What follows belongs to an exercise in optimizing a design on an open flow for small area; a production flow would make more cautious choices.
In this exercise RTL edits were held to simulation tests only and were not proved equivalent to the original.

### flow/design.v
module auto_comparator (
    input  wire         CLKEXT,
    input  wire         EN_COMP,
    input  wire         RST_COMP,
    input  wire         trig,
    input  wire signed [15:0] in1,
    input  wire signed [15:0] in2,
    output reg          [7:0] index,
    output reg  signed [15:0] largest
  );
  reg [7:0] cont;
  always @(posedge CLKEXT)
  begin
    if (RST_COMP)
    begin
      largest <= 16'sh8000;  
      index   <= 8'd0;
      cont    <= 8'd0;
    end
    else if (EN_COMP && trig)
    begin
      if (in1 > largest) begin
        largest <= in1;
        index   <= cont + 8'd1;   
      end
      if (in2 > largest) begin
        largest <= in2;
        index   <= cont + 8'd2;   
      end
      cont <= cont + 8'd2;   
    end
  end
endmodule
module fifo #(
    parameter DATA_WIDTH = 8,
    parameter DEPTH = 128,
    parameter ADDR_WIDTH = $clog2(DEPTH)
)(
    input clk,
    input rst,
    input enable,
    input wr_en,
    input rd_en,
    input [DATA_WIDTH-1:0] data_in,
    output reg [DATA_WIDTH-1:0] data_out,
    output empty,
    output full
);
    reg [DATA_WIDTH-1:0] mem [0:DEPTH-1];
    reg [ADDR_WIDTH:0] wr_ptr;
    reg [ADDR_WIDTH:0] rd_ptr;
    reg [ADDR_WIDTH:0] count;   
    assign empty = (count == 0);
    assign full  = (count == DEPTH);
    always @(posedge clk or posedge rst) begin
        if (rst) begin
            wr_ptr <= 0;
            rd_ptr <= 0;
            count  <= 0;
            data_out <= 0;
        end else if (enable) begin
            if (wr_en && !full) begin
                mem[wr_ptr[ADDR_WIDTH-1:0]] <= data_in;
                wr_ptr <= wr_ptr + 1;
                count  <= count + 1;
            end
            if (rd_en && !empty) begin
                data_out <= mem[rd_ptr[ADDR_WIDTH-1:0]];
                rd_ptr <= rd_ptr + 1;
                count  <= count - 1;
            end
        end
    end
endmodule
module input_buffer (
    input  CLKEXT,  
    input  CLR_BUF_IN,  
    input  EN_BUF_IN,  
    input  [7:0] DA, DB, DC, DD,  
    output reg [7:0] QA, QB, QC, QD  
);
    always @(posedge CLKEXT or negedge CLR_BUF_IN) begin
        if (!CLR_BUF_IN) begin
            QA <= 8'd0;
            QB <= 8'd0;
            QC <= 8'd0;
            QD <= 8'd0;
        end 
        else if (EN_BUF_IN) begin
            QA <= DA;
            QB <= DB;
            QC <= DC;
            QD <= DD;
        end
    end
endmodule
module mac_module (
    input  CLKEXT,  
    input  EN_MAC,  
    input  RST_MAC,  
    input  [7:0] BIAS_IN,  
    input  signed [7:0] A, B,  
    output reg signed [15:0] Y  
);
    wire signed [15:0] mult_out;
    assign mult_out = A * B;
    wire signed [16:0] acc_ext;  
    wire signed [16:0] mult_ext;
    assign acc_ext  = {Y[15], Y};  
    assign mult_ext = {mult_out[15], mult_out};  
    wire signed [16:0] add_out;
    assign add_out = acc_ext + mult_ext;
    reg signed [15:0] sat_out;
    always @(*) begin
        case (add_out[16:15]) 
            2'b01: sat_out = 16'h7FFF;  
            2'b10: sat_out = 16'h8000;  
            default: sat_out = add_out[15:0];  
        endcase
    end
    wire signed [15:0] bias_ext;
    assign bias_ext = {8'h00 , BIAS_IN };
    wire signed [15:0] next_val;
    assign next_val = (RST_MAC) ? bias_ext : sat_out;
    always @(posedge CLKEXT) begin
        if (EN_MAC)
            Y <= next_val;
    end
endmodule
module mux_out (   
    input  wire [2:0]  SEL_OUT,   
    input  wire [7:0]  fifo_data,  
    input  wire [7:0]  piso_out_data, 
    input  wire [7:0]  index_data,  
    input  wire [7:0]  msb_largest_data,  
    input  wire [7:0]  lsb_largest_data,  
    input  wire [7:0]  piso_deb_data,   
    output reg  [7:0]  D_OUT        
);
    always @(*) begin
        case (SEL_OUT)
            3'b000: D_OUT = fifo_data;      
            3'b001: D_OUT = piso_out_data;      
            3'b010: D_OUT = index_data;  
            3'b011: D_OUT = msb_largest_data; 
            3'b100: D_OUT = lsb_largest_data;  
            3'b101: D_OUT = piso_deb_data; 
            default: D_OUT = 8'h00;         
        endcase
    end
endmodule
module piso_deb (
    input  wire        CLKEXT,             
    input  wire        RST_GLO,         
    input  wire        EN_PISO_DEB,     
    input  wire        CLR_PISO_DEB,    
    input  wire        SHIFT_DEB,       
    input  wire [15:0] SSFR,            
    input  wire [15:0] CON_SIG,         
    input  wire [15:0] MAC2,            
    input  wire [15:0] MAC1,            
    input  wire  [7:0] QD,
    input  wire  [7:0] QC,
    input  wire  [7:0] QB,
    input  wire  [7:0] QA,
    output reg  [7:0]  D_OUT          
);
    reg [7:0] dbg_bytes [0:11];   
    reg [3:0] byte_idx;           
    reg       loaded;             
    reg       en_prev;            
    integer   i;
    always @(posedge CLKEXT or posedge RST_GLO) begin
        if (RST_GLO) begin
            D_OUT   <= 8'h00;
            byte_idx <= 4'd0;
            loaded   <= 1'b0;
            en_prev  <= 1'b0;
            for (i=0; i<12; i=i+1) dbg_bytes[i] <= 8'h00;
        end else begin
            if (CLR_PISO_DEB) begin
                byte_idx <= 4'd0;
                loaded   <= 1'b0;
                D_OUT    <= 8'h00;
                for (i=0; i<12; i=i+1) dbg_bytes[i] <= 8'h00;
            end else begin
                if (EN_PISO_DEB) begin
                    if (~en_prev) begin
                        if (~SHIFT_DEB) begin
                            dbg_bytes[0]  <= SSFR[15:8];    
                            dbg_bytes[1]  <= SSFR[7:0];     
                            dbg_bytes[2]  <= CON_SIG[15:8];
                            dbg_bytes[3]  <= CON_SIG[7:0];
                            dbg_bytes[4]  <= MAC2[15:8];
                            dbg_bytes[5]  <= MAC2[7:0];
                            dbg_bytes[6]  <= MAC1[15:8];
                            dbg_bytes[7]  <= MAC1[7:0];
                            dbg_bytes[8]  <= QD;
                            dbg_bytes[9]  <= QC;
                            dbg_bytes[10] <= QB;
                            dbg_bytes[11] <= QA;
                            byte_idx <= 4'd0;
                            loaded   <= 1'b1;
                            D_OUT    <= 8'h00;
                        end else begin
                            dbg_bytes[0]  <= SSFR[15:8];
                            dbg_bytes[1]  <= SSFR[7:0];
                            dbg_bytes[2]  <= CON_SIG[15:8];
                            dbg_bytes[3]  <= CON_SIG[7:0];
                            dbg_bytes[4]  <= MAC2[15:8];
                            dbg_bytes[5]  <= MAC2[7:0];
                            dbg_bytes[6]  <= MAC1[15:8];
                            dbg_bytes[7]  <= MAC1[7:0];
                            dbg_bytes[8]  <= QD;
                            dbg_bytes[9]  <= QC;
                            dbg_bytes[10] <= QB;
                            dbg_bytes[11] <= QA;
                            byte_idx <= 4'd1;
                            loaded   <= 1'b1;
                            D_OUT    <= SSFR[15:8];
                        end
                    end else begin
                        if (loaded) begin
                            if (SHIFT_DEB) begin
                                if (byte_idx <= 4'd11) begin
                                    D_OUT <= dbg_bytes[byte_idx];
                                    byte_idx <= byte_idx + 4'd1;
                                end else begin
                                    D_OUT <= D_OUT;
                                end
                            end else begin
                                D_OUT <= D_OUT;
                            end
                        end else begin
                            if (~SHIFT_DEB) begin
                                dbg_bytes[0]  <= SSFR[15:8];
                                dbg_bytes[1]  <= SSFR[7:0];
                                dbg_bytes[2]  <= CON_SIG[15:8];
                                dbg_bytes[3]  <= CON_SIG[7:0];
                                dbg_bytes[4]  <= MAC2[15:8];
                                dbg_bytes[5]  <= MAC2[7:0];
                                dbg_bytes[6]  <= MAC1[15:8];
                                dbg_bytes[7]  <= MAC1[7:0];
                                dbg_bytes[8]  <= QD;
                                dbg_bytes[9]  <= QC;
                                dbg_bytes[10] <= QB;
                                dbg_bytes[11] <= QA;
                                byte_idx <= 4'd0;
                                loaded   <= 1'b1;
                            end
                        end
                    end
                end else begin
                    loaded <= 1'b0;
                    byte_idx <= 4'd0;
                end
            end
            en_prev <= EN_PISO_DEB;
        end 
    end 
endmodule
module piso_out (
    input  wire        CLKEXT,
    input  wire        RST_GLO,
    input  wire        EN_PISO_OUT,
    input  wire        CLR_PISO_OUT,
    input  wire        SHIFT_OUT,
    input  wire [15:0] mac0_out,
    input  wire [15:0] mac1_out,
    output reg  [7:0]  D_OUT
  );
  reg [31:0] shift_reg;
  always @(posedge CLKEXT or posedge RST_GLO)
  begin
    if (RST_GLO)
    begin
      shift_reg <= 32'd0;
      D_OUT     <= 8'd0;
    end
    else if (CLR_PISO_OUT)
    begin
      shift_reg <= 32'd0;
      D_OUT     <= 8'd0;
    end
    else if (EN_PISO_OUT)
    begin
      if (!SHIFT_OUT)
      begin
        shift_reg <= {mac0_out, mac1_out};
      end
      else
      begin
        D_OUT     <= shift_reg[31:24];
        shift_reg <= {shift_reg[23:0], 8'b0};
      end
    end
  end
endmodule
module relu_module (
    input wire [15:0] Data_Reg,
    input wire EN_ReLU,
    input wire BYPASS_ReLU,
    input wire RST_GLO,
    input wire CLKEXT,
    output reg [15:0] ReLU_OUT
);
    wire [15:0] relu_result;
    assign relu_result = EN_ReLU ? 
                        (Data_Reg[15] ? 16'h0000 : Data_Reg) : 16'h0000;
    always @(posedge CLKEXT or posedge RST_GLO) begin
        if (RST_GLO) begin
            ReLU_OUT <= 16'h0000;
        end else if (BYPASS_ReLU) begin
            ReLU_OUT <= Data_Reg;
        end else begin
            ReLU_OUT <= relu_result;
        end
    end
endmodule
module npu_fsm_top (
    input  CLKEXT,       
    input  RST_GLO,      
    input  START,        
    input  [15:0] SSFR,         
    input  [15:0] CON_SIG,      
    input  [7:0] DA,
    input  [7:0] DB,
    input  [7:0] DC,
    input  [7:0] DD,
    input  [7:0] BIAS_IN,
    output [7:0] D_OUT,        
    output FIFO_FULL,
    output FIFO_EMPTY,
    output reg BUSY,
    output reg DONE,
    output reg [3:0] STATE_DEBUG   
  );
  parameter IDLE         = 4'd0;
  parameter LOAD_INPUT   = 4'd1;
  parameter COMPUTE      = 4'd2;
  parameter RELU_STAGE   = 4'd3;
  parameter WRITE_FIFO   = 4'd4;
  parameter OUTPUT_SHIFT = 4'd5;
  parameter DEBUG_MODE   = 4'd6;
  parameter FINISH       = 4'd7;
  parameter MAC_CYCLES   = 8'd4;     
  reg [3:0] state, next_state;
  reg [7:0] cycle_cnt;
  reg start_sync;
  wire [7:0] QA, QB, QC, QD;  
  reg EN_MAC;
  reg RST_MAC;
  wire [15:0] MAC0_Y, MAC1_Y;  
  reg En_ReLU;
  reg BYPASS_ReLU;
  wire [15:0] ReLU0_OUT, ReLU1_OUT;
  reg EN_PISO_OUT;
  reg CLR_PISO_OUT;
  reg SHIFT_OUT;
  wire [7:0] PISO_DOUT;
  reg EN_PISO_DEB;
  reg CLR_PISO_DEB;
  reg SHIFT_DEB;
  wire [7:0] PISO1_DOUT;
  reg fifo_wr_en;
  reg fifo_rd_en;
  wire [7:0] fifo_data_out;
  reg  [7:0] fifo_data_in;
  reg  [2:0] SEL_OUT;
  reg EN_COMP;
  reg RST_COMP;
  wire [7:0] index;
  wire [15:0] largest;
  reg [15:0] mac0_out_reg;
  reg [15:0] mac1_out_reg;
  input_buffer ib (
                 .CLKEXT(CLKEXT),
                 .CLR_BUF_IN(~RST_GLO),
                 .EN_BUF_IN(state==LOAD_INPUT),
                 .DA(DA), .DB(DB), .DC(DC), .DD(DD),
                 .QA(QA), .QB(QB), .QC(QC), .QD(QD)
               );
  mac_module mac0 (
               .CLKEXT(CLKEXT),
               .EN_MAC(EN_MAC),
               .RST_MAC(RST_MAC),
               .BIAS_IN(BIAS_IN),  
               .A(QA),
               .B(QB),
               .Y(MAC0_Y)
             );
  mac_module mac1 (
               .CLKEXT(CLKEXT),
               .EN_MAC(EN_MAC),
               .RST_MAC(RST_MAC),
               .BIAS_IN(BIAS_IN),  
               .A(QC),
               .B(QD),
               .Y(MAC1_Y)
             );
  relu_module relu1 (
                .Data_Reg(MAC0_Y),
                .EN_ReLU(En_ReLU),
                .BYPASS_ReLU(BYPASS_ReLU),
                .RST_GLO(RST_GLO),
                .CLKEXT(CLKEXT),
                .ReLU_OUT(ReLU0_OUT)
              );
  relu_module relu2 (
                .Data_Reg(MAC1_Y),
                .EN_ReLU(En_ReLU),
                .BYPASS_ReLU(BYPASS_ReLU),
                .RST_GLO(RST_GLO),
                .CLKEXT(CLKEXT),
                .ReLU_OUT(ReLU1_OUT)
              );
  piso_out piso (
             .CLKEXT(CLKEXT),
             .RST_GLO(RST_GLO),
             .EN_PISO_OUT(EN_PISO_OUT),
             .CLR_PISO_OUT(CLR_PISO_OUT),
             .SHIFT_OUT(SHIFT_OUT),
             .mac0_out(mac0_out_reg),
             .mac1_out(mac1_out_reg),
             .D_OUT(PISO_DOUT)
           );
  fifo #(.DATA_WIDTH(8), .DEPTH(128)) out_fifo (
         .clk(CLKEXT),
         .rst(RST_GLO),
         .enable(1'b1),
         .wr_en(fifo_wr_en),
         .rd_en(fifo_rd_en),
         .data_in(fifo_data_in),
         .data_out(fifo_data_out),
         .empty(FIFO_EMPTY),
         .full(FIFO_FULL)
       );
  auto_comparator comp (
                    .in1(ReLU0_OUT),
                    .in2(ReLU1_OUT),
                    .RST_COMP(RST_COMP),
                    .EN_COMP(EN_COMP),
                    .CLKEXT(CLKEXT),
                    .trig(EN_COMP),  
                    .index(index),
                    .largest(largest)
                  );
  piso_deb piso2 (
             .CLKEXT(CLKEXT),
             .RST_GLO(RST_GLO),
             .EN_PISO_DEB(EN_PISO_DEB),
             .CLR_PISO_DEB(CLR_PISO_DEB),
             .SHIFT_DEB(SHIFT_DEB),
             .SSFR(SSFR),
             .CON_SIG(CON_SIG),
             .MAC2(MAC1_Y),
             .MAC1(MAC0_Y),
             .QA(QA), .QB(QB), .QC(QC), .QD(QD),
             .D_OUT(PISO1_DOUT)
           );
  mux_out final_mux (
            .SEL_OUT(SEL_OUT),
            .fifo_data(fifo_data_out),
            .piso_out_data(PISO_DOUT),
            .index_data(index),
            .msb_largest_data(largest[15:8]),
            .lsb_largest_data(largest[7:0]),
            .piso_deb_data(PISO1_DOUT),
            .D_OUT(D_OUT)
          );
  reg start_prev;
  always @(posedge CLKEXT or posedge RST_GLO)
  begin
    if (RST_GLO)
    begin
      start_sync <= 1'b0;
      start_prev <= 1'b0;
    end
    else
    begin
      start_prev <= START;
      start_sync <= START & ~start_prev;  
    end
  end
  always @(posedge CLKEXT or posedge RST_GLO)
  begin
    if (RST_GLO)
    begin
      state <= IDLE;
      cycle_cnt <= 8'd0;
      STATE_DEBUG <= IDLE;
    end
    else
    begin
      state <= next_state;
      STATE_DEBUG <= state;  
      if (state == COMPUTE)
        cycle_cnt <= cycle_cnt + 1'b1;
      else if (state == WRITE_FIFO)
        cycle_cnt <= cycle_cnt + 1'b1;
      else
        cycle_cnt <= 8'd0;
    end
  end
  always @(*)
  begin
    next_state = state;
    if (state != IDLE && state != FINISH)
      BUSY = 1'b1;
    else
      BUSY = 1'b0;
    if (state == FINISH)
      DONE = 1'b1;
    else
      DONE = 1'b0;
    EN_MAC = 1'b0;
    RST_MAC = RST_GLO;
    En_ReLU = 1'b0;
    BYPASS_ReLU = 1'b0;
    EN_PISO_OUT = 1'b0;
    CLR_PISO_OUT = 1'b0;
    SHIFT_OUT = 1'b0;
    fifo_wr_en = 1'b0;
    fifo_rd_en = 1'b0;
    fifo_data_in = 8'h00;
    SEL_OUT = 3'b000;
    EN_COMP = 1'b0;
    RST_COMP = RST_GLO;
    EN_PISO_DEB = 1'b0;
    CLR_PISO_DEB = 1'b0;
    SHIFT_DEB = 1'b0;
    case (state)
      IDLE:
      begin
        if (start_sync)
          next_state = LOAD_INPUT;
        else
          next_state = IDLE;
      end
      LOAD_INPUT:
      begin
        EN_MAC = 1'b1;
        RST_MAC = 1'b1;
        next_state = COMPUTE;
      end
      COMPUTE:
      begin
        EN_MAC = 1'b1;
        RST_MAC = 1'b0;
        if (cycle_cnt >= (MAC_CYCLES - 1))
          next_state = RELU_STAGE;
        else
          next_state = COMPUTE;
      end
      RELU_STAGE:
      begin
        En_ReLU = 1'b1;
        BYPASS_ReLU = 1'b0;
        next_state = WRITE_FIFO;
      end
      WRITE_FIFO:
      begin
        fifo_wr_en = 1'b1;
        fifo_data_in = index;  
        EN_COMP = 1'b1;
        RST_COMP = 1'b0;
        next_state = OUTPUT_SHIFT;
      end
      OUTPUT_SHIFT:
      begin
        EN_PISO_OUT = 1'b1;
        CLR_PISO_OUT = 1'b0;
        SHIFT_OUT = 1'b1;
        SEL_OUT = 3'b010;  
        fifo_rd_en = 1'b0;
        if (SSFR[0])  
          next_state = DEBUG_MODE;
        else
          next_state = FINISH;
      end
      DEBUG_MODE:
      begin
        EN_PISO_DEB = 1'b1;
        CLR_PISO_DEB = 1'b0;
        SHIFT_DEB = 1'b1;
        SEL_OUT = 3'b101;  
        next_state = FINISH;
      end
      FINISH:
      begin
        next_state = IDLE;
      end
      default:
      begin
        next_state = IDLE;
      end
    endcase
  end
  always @(posedge CLKEXT or posedge RST_GLO)
  begin
    if (RST_GLO)
    begin
      mac0_out_reg <= 16'd0;
      mac1_out_reg <= 16'd0;
    end
    else
    begin
      if (state == COMPUTE && cycle_cnt >= (MAC_CYCLES - 1))
      begin
        mac0_out_reg <= MAC0_Y;
        mac1_out_reg <= MAC1_Y;
      end
    end
  end
endmodule
module npu_top (
    input  wire        CLKEXT,       
    input  wire        RST_GLO,      
    input  wire        START,        
    input  wire [15:0] SSFR,         
    input  wire [15:0] CON_SIG,      
    input  wire [7:0]  DA,
    input  wire [7:0]  DB,
    input  wire [7:0]  DC,
    input  wire [7:0]  DD,
    input  wire [7:0]  BIAS_IN,
    output wire [7:0]  D_OUT,        
    output wire        FIFO_FULL,
    output wire        FIFO_EMPTY,
    output wire        BUSY,
    output wire        DONE,
    output wire [3:0]  STATE_DEBUG
);
    npu_fsm_top fsm_inst (
        .CLKEXT(CLKEXT),
        .RST_GLO(RST_GLO),
        .START(START),
        .SSFR(SSFR),
        .CON_SIG(CON_SIG),
        .DA(DA),
        .DB(DB),
        .DC(DC),
        .DD(DD),
        .BIAS_IN(BIAS_IN),
        .D_OUT(D_OUT),
        .FIFO_FULL(FIFO_FULL),
        .FIFO_EMPTY(FIFO_EMPTY),
        .BUSY(BUSY),
        .DONE(DONE),
        .STATE_DEBUG(STATE_DEBUG)
    );
endmodule
### flow/run.sh
#!/bin/bash
# synth_recipe.tcl (not shown) runs the flow's synth.tcl, then flattens the netlist and writes it again
# the make line also repeats each setting of config.mk as NAME=value (left out here)
make -C /OpenROAD-flow-scripts/flow DESIGN_CONFIG=/design/flow/config.mk WORK_HOME=/design/flow/orfs CLKGATE_MAP_FILE= SYNTH_SCRIPT=/design/flow/synth_recipe.tcl finish
### flow/config.mk
export PLATFORM = sky130hd
export DESIGN_NAME = npu_top
export DESIGN_NICKNAME = npu_top
export VERILOG_FILES = /design/flow/design.v
export SDC_FILE = /design/flow/constraint.sdc
export NUM_CORES = 4
export LEC_CHECK = 0
export CAP_MARGIN = 20
export CORE_MARGIN = 2
export CORE_UTILIZATION = 40
export SLEW_MARGIN = 20
### flow/constraint.sdc
create_clock -name core_clock -period 8.0 [get_ports {CLKEXT}]
set_input_delay 1.6000 -clock core_clock [delete_from_list [all_inputs] [get_ports {CLKEXT}]]
set_output_delay 1.6000 -clock core_clock [all_outputs]
set_load 0.01 [all_outputs]
==> results.sh <==
export IMPL_outcome="timing/DRC/antenna clean"
export IMPL_yosysSeqAreaShare_pct=35.94
export IMPL_cts_buffers_inserted=29
export IMPL_fin_skew_ps=31.19
export IMPL_min_to="fsm_inst.start_sync"
export IMPL_synth_edf_count=32
export IMPL_synth_seq_cells=259
export IMPL_cts_root_buf="clkbuf_16"
export IMPL_syn_avg_cell_area_um2=10.79
export IMPL_rr_endpoint="fsm_inst.mac1.Y[4]"
export IMPL_htreeDepth=1
export IMPL_fmax_mhz=145.2
export IMPL_wl_mm=43.78
export IMPL_final_min_clock_period_ps=6887
export IMPL_ys_warn_count=11
export IMPL_layout_drive_gt1_share_pct=13.02
export IMPL_yosysTopAreaCell="dfrtp_1"
export IMPL_grt_first_pass_wirelength_mm=71.05
export IMPL_dp_hpwl_mm=33.68
export IMPL_cts_sinks=259
export IMPL_drc=0
export IMPL_n_antenna_cell=0
export IMPL_fin_setup_tns_ps=0
export IMPL_placed_cell_area_mm2=0.01944
export IMPL_cp_slowest_cell="and2_1"
export IMPL_crit_chain="and2_1, inv_1, fa_1, inv_1, fa_1, fa_1, fa_1, fa_1, ha_1, a21oi_1, nand2b_1, nand2b_1, a311oi_1, o21ai_1, xnor2_1, ha_1, nor2b_1, nor2_1, a21oi_1"
export IMPL_worst_pin_slew_ps=1053
export IMPL_crit_type="reg2reg"
export IMPL_fin_ws_ps=1113
export IMPL_max_stage_delay_ps=550
export IMPL_worstHoldPathCells=1
export IMPL_cp_required_ps=8280
export IMPL_crit_buf_inv=2
export IMPL_core_area_mm2=0.04441
export IMPL_gp_congestion=0.8346
export IMPL_slew_violations=0
export IMPL_ys_flop_type="dfrtp_1"
export IMPL_first_pass_iters=5
export IMPL_cp_data_arrival_time_ps=7170
export IMPL_crit_top_cell="fa_1"
export IMPL_async_flop_share_pct=75.68
export IMPL_min_from="fsm_inst.start_prev"
export IMPL_synth_cells=1672
export IMPL_netlist_area_leader_share_pct=27.18
export IMPL_numPortBuffers=89
export IMPL_multi_input_area_mm2=0.01040
export IMPL_slew_headroom_pct=29.80
export IMPL_design_area_mm2=0.02044
export IMPL_first_iter_violations=787
export IMPL_cts_max_path_buffers=3
export IMPL_dieArea_mm2=0.04684
export IMPL_fin_cells=2336
export IMPL_cts_setup_buffers=0
export IMPL_rsz0062_at_grt="no"
export IMPL_ant_nets=0
export IMPL_ff2ff_path_depth=19
export IMPL_io_pins=91
export IMPL_dp_slack_ps=1164
export IMPL_finalHoldViolations=0
export IMPL_hold_slack_ps=391.9
export IMPL_ff2ff_setup_slack_ps=1110
export IMPL_ctsHoldBuffers=0
export IMPL_start_util_pct=40.64
export IMPL_r2r_start="fsm_inst.ib.QD[0]"
export IMPL_nets=2071
export IMPL_period_share_pct=86.09
export IMPL_grt_max_degree=131
export IMPL_cts_reportedPaths_clkPinSlew_ps=60
export IMPL_dpl_cell_count=2282
export IMPL_row_count=77
export IMPL_synth_area_top_cells="dfrtp_1 27%, fa_1 17%, ha_1 8.5%"
export IMPL_grt_use_total_pct=19.31
export IMPL_overflow=0
export IMPL_cap_violations=0
export IMPL_hp_class="reg2reg"
export IMPL_synth_nets=2022
export IMPL_crit_family="adder cells"
export IMPL_startpoint_type="register"
export IMPL_die_h_um=216.4
export IMPL_crit_fanout=16
export IMPL_syn_area_mm2=0.01805
export IMPL_syn_to_final_growth_pct=13.23
export IMPL_tritoncts="yes"
export IMPL_cts_resized=0
export IMPL_dieWidth_um=216.4
export IMPL_antenna_found_initial=0
export IMPL_clock_latency_ps=570
export IMPL_ys_types=59
export IMPL_fillCellCount=4080
export IMPL_finalSetupViolations=0
export IMPL_final_seq_area_mm2=0.006486
export IMPL_grt_pass1_vias=12750
export IMPL_crit_path_end_kind="register"
export IMPL_vias=12100
export IMPL_via_per_inst=5.181
export IMPL_wire_per_inst_um=18.74
## cells in the mapped netlist (5+ instances only)
| cell type | count |
|---|---|
| a311oi_1 | 8 |
| mux2i_1 | 18 |
| dfxtp_1 | 31 |
| nand2_1 | 106 |
| xnor2_1 | 38 |
| and2_1 | 83 |
| a31oi_1 | 7 |
| fa_1 | 152 |
| nor3_1 | 18 |
| a211oi_1 | 5 |
| mux2_2 | 136 |
| inv_1 | 217 |
| nor2_1 | 65 |
| o21ai_0 | 45 |
| buf_2 | 6 |
| o21ai_1 | 21 |
| a222oi_1 | 11 |
| xor2_1 | 20 |
| a21o_1 | 9 |
| o211ai_1 | 10 |
| a221oi_1 | 6 |
| clkbuf_1 | 66 |
| dfrtp_1 | 196 |
| nand4_1 | 11 |
| nand3_1 | 13 |
| nor2b_1 | 32 |
| nand2b_1 | 9 |
| a21oi_1 | 71 |
| a22oi_1 | 24 |
| a21oi_2 | 18 |
| ha_1 | 123 |
| edfxtp_1 | 32 |
| and3_1 | 12 |
## routing by layer
metal  up-vias  routed length [um]  share of wire [%]  track usage [%]
met3        71                1872                4.3            2.077
met2       260               21410                 49            32.68
met4         0                1401                3.2            6.027
met5         -                   0                  0                0
met1      6101               19100                 44            26.08
li1       5670                   -                  -                -
## cells by family (layout without fill, tap and decap cells)
family	count (synthesis)	in the layout	share of synthesized area [%]
fa+ha+maj	275	275	25.39
compound gates	258	258	9.546
buf+inv	300	372	6.509
mux	154	154	9.484
simple gates	367	367	10.30
xor+xnor	58	58	2.815
flops	259	259	35.94
other cells	1	1	0.02078
## final cells by class
class	instances	share of cell area [%]
tap	592	3.625
sequential	259	31.74
inverter	217	4.023
clock inverter	12	0.7959
timing repair buffer	101	4.861
clock buffer	42	4.053
multi-input combinational	1113	50.90
## metrics by stage
stage          utilization, %
6_report                46.01
5_1_grt                 46.01
4_1_cts                 46.01
3_5_place_dp            43.78
3_3_place_gp            43.74
2_1_floorplan               -
## worst reg2reg max path, delay by kind of cell (launching register included)
kind,cells,cell delay (ps)
AOI/OAI and AO/OA,4,890
xor gates and xnor gates,1,160
adders and majority gates,7,3490
buffers and inverters,2,200
DFF,1,500
and+or+nand+nor,5,1370
## placed cells by master, fill, tap and decap left out, types with 24 or more instances in the layout
cell               n
fa_1             152
clkdlybuf4s50_1   89
dfxtp_1           31
nor2b_1           32
a22oi_1           24
nor2_1            63
ha_1             123
dfrtp_1          196
nand2_1          106
clkbuf_16         29
xnor2_1           38
o21ai_0           45
inv_1            216
edfxtp_1          32
and2_1            83
a21oi_1           71
mux2_2           136
## how the worst max path moves through the flow
| stage | startpoint | endpoint | slack (ps) | cells after the start |
|---|---|---|---|---|
| 2_1_floorplan | RST_GLO | fsm_inst.STATE_DEBUG[0] | 1020 | 1 |
| 3_3_place_gp | fsm_inst.ib.QA[7] | fsm_inst.mac0.Y[1] | 1380 | 18 |
| 3_5_place_dp | fsm_inst.ib.QA[7] | fsm_inst.mac0.Y[4] | 1160 | 18 |
| 4_1_cts | fsm_inst.ib.QA[7] | fsm_inst.mac0.Y[1] | 1110 | 18 |
| 5_1_grt | fsm_inst.ib.QA[7] | fsm_inst.mac0.Y[1] | 470 | 18 |
| 6_report | fsm_inst.ib.QD[0] | fsm_inst.mac1.Y[4] | 1110 | 19 |
## sequential cells by signal (all words and copies together) (netlist names), 15 cells and up
name,flops
fsm_inst.piso2.dbg_bytes,96
fsm_inst.comp.largest,16
fsm_inst.mac0.Y,16
fsm_inst.mac1.Y,16
fsm_inst.relu1.ReLU_OUT,15
fsm_inst.relu2.ReLU_OUT,15

## re-timing with driven ports
Ports are ideal in the flow. The routed layout listed here was re-timed in OpenROAD.
Step 1 assumes that a clkbuf_16 drives the clock port and a buf_2 every other input.
Step 2, shift: input delay + t, output delay - t, t = (earliest + latest rising clock arrival at the registers) / 2. This alone moves slack from input paths to output paths.
Slacks: ideal ports / drivers / drivers and shift; pairs: ideal ports / drivers.
t (ns): 0.613
setup WS [ns]: 1.113 / 1.113 / 1.113
worst register clock-pin slew, ns: 0.06 / 0.06
After both steps this run still meets setup and hold. The setup slack of this run moves by 0.000 ns with the drivers and by 0.000 ns with both steps.
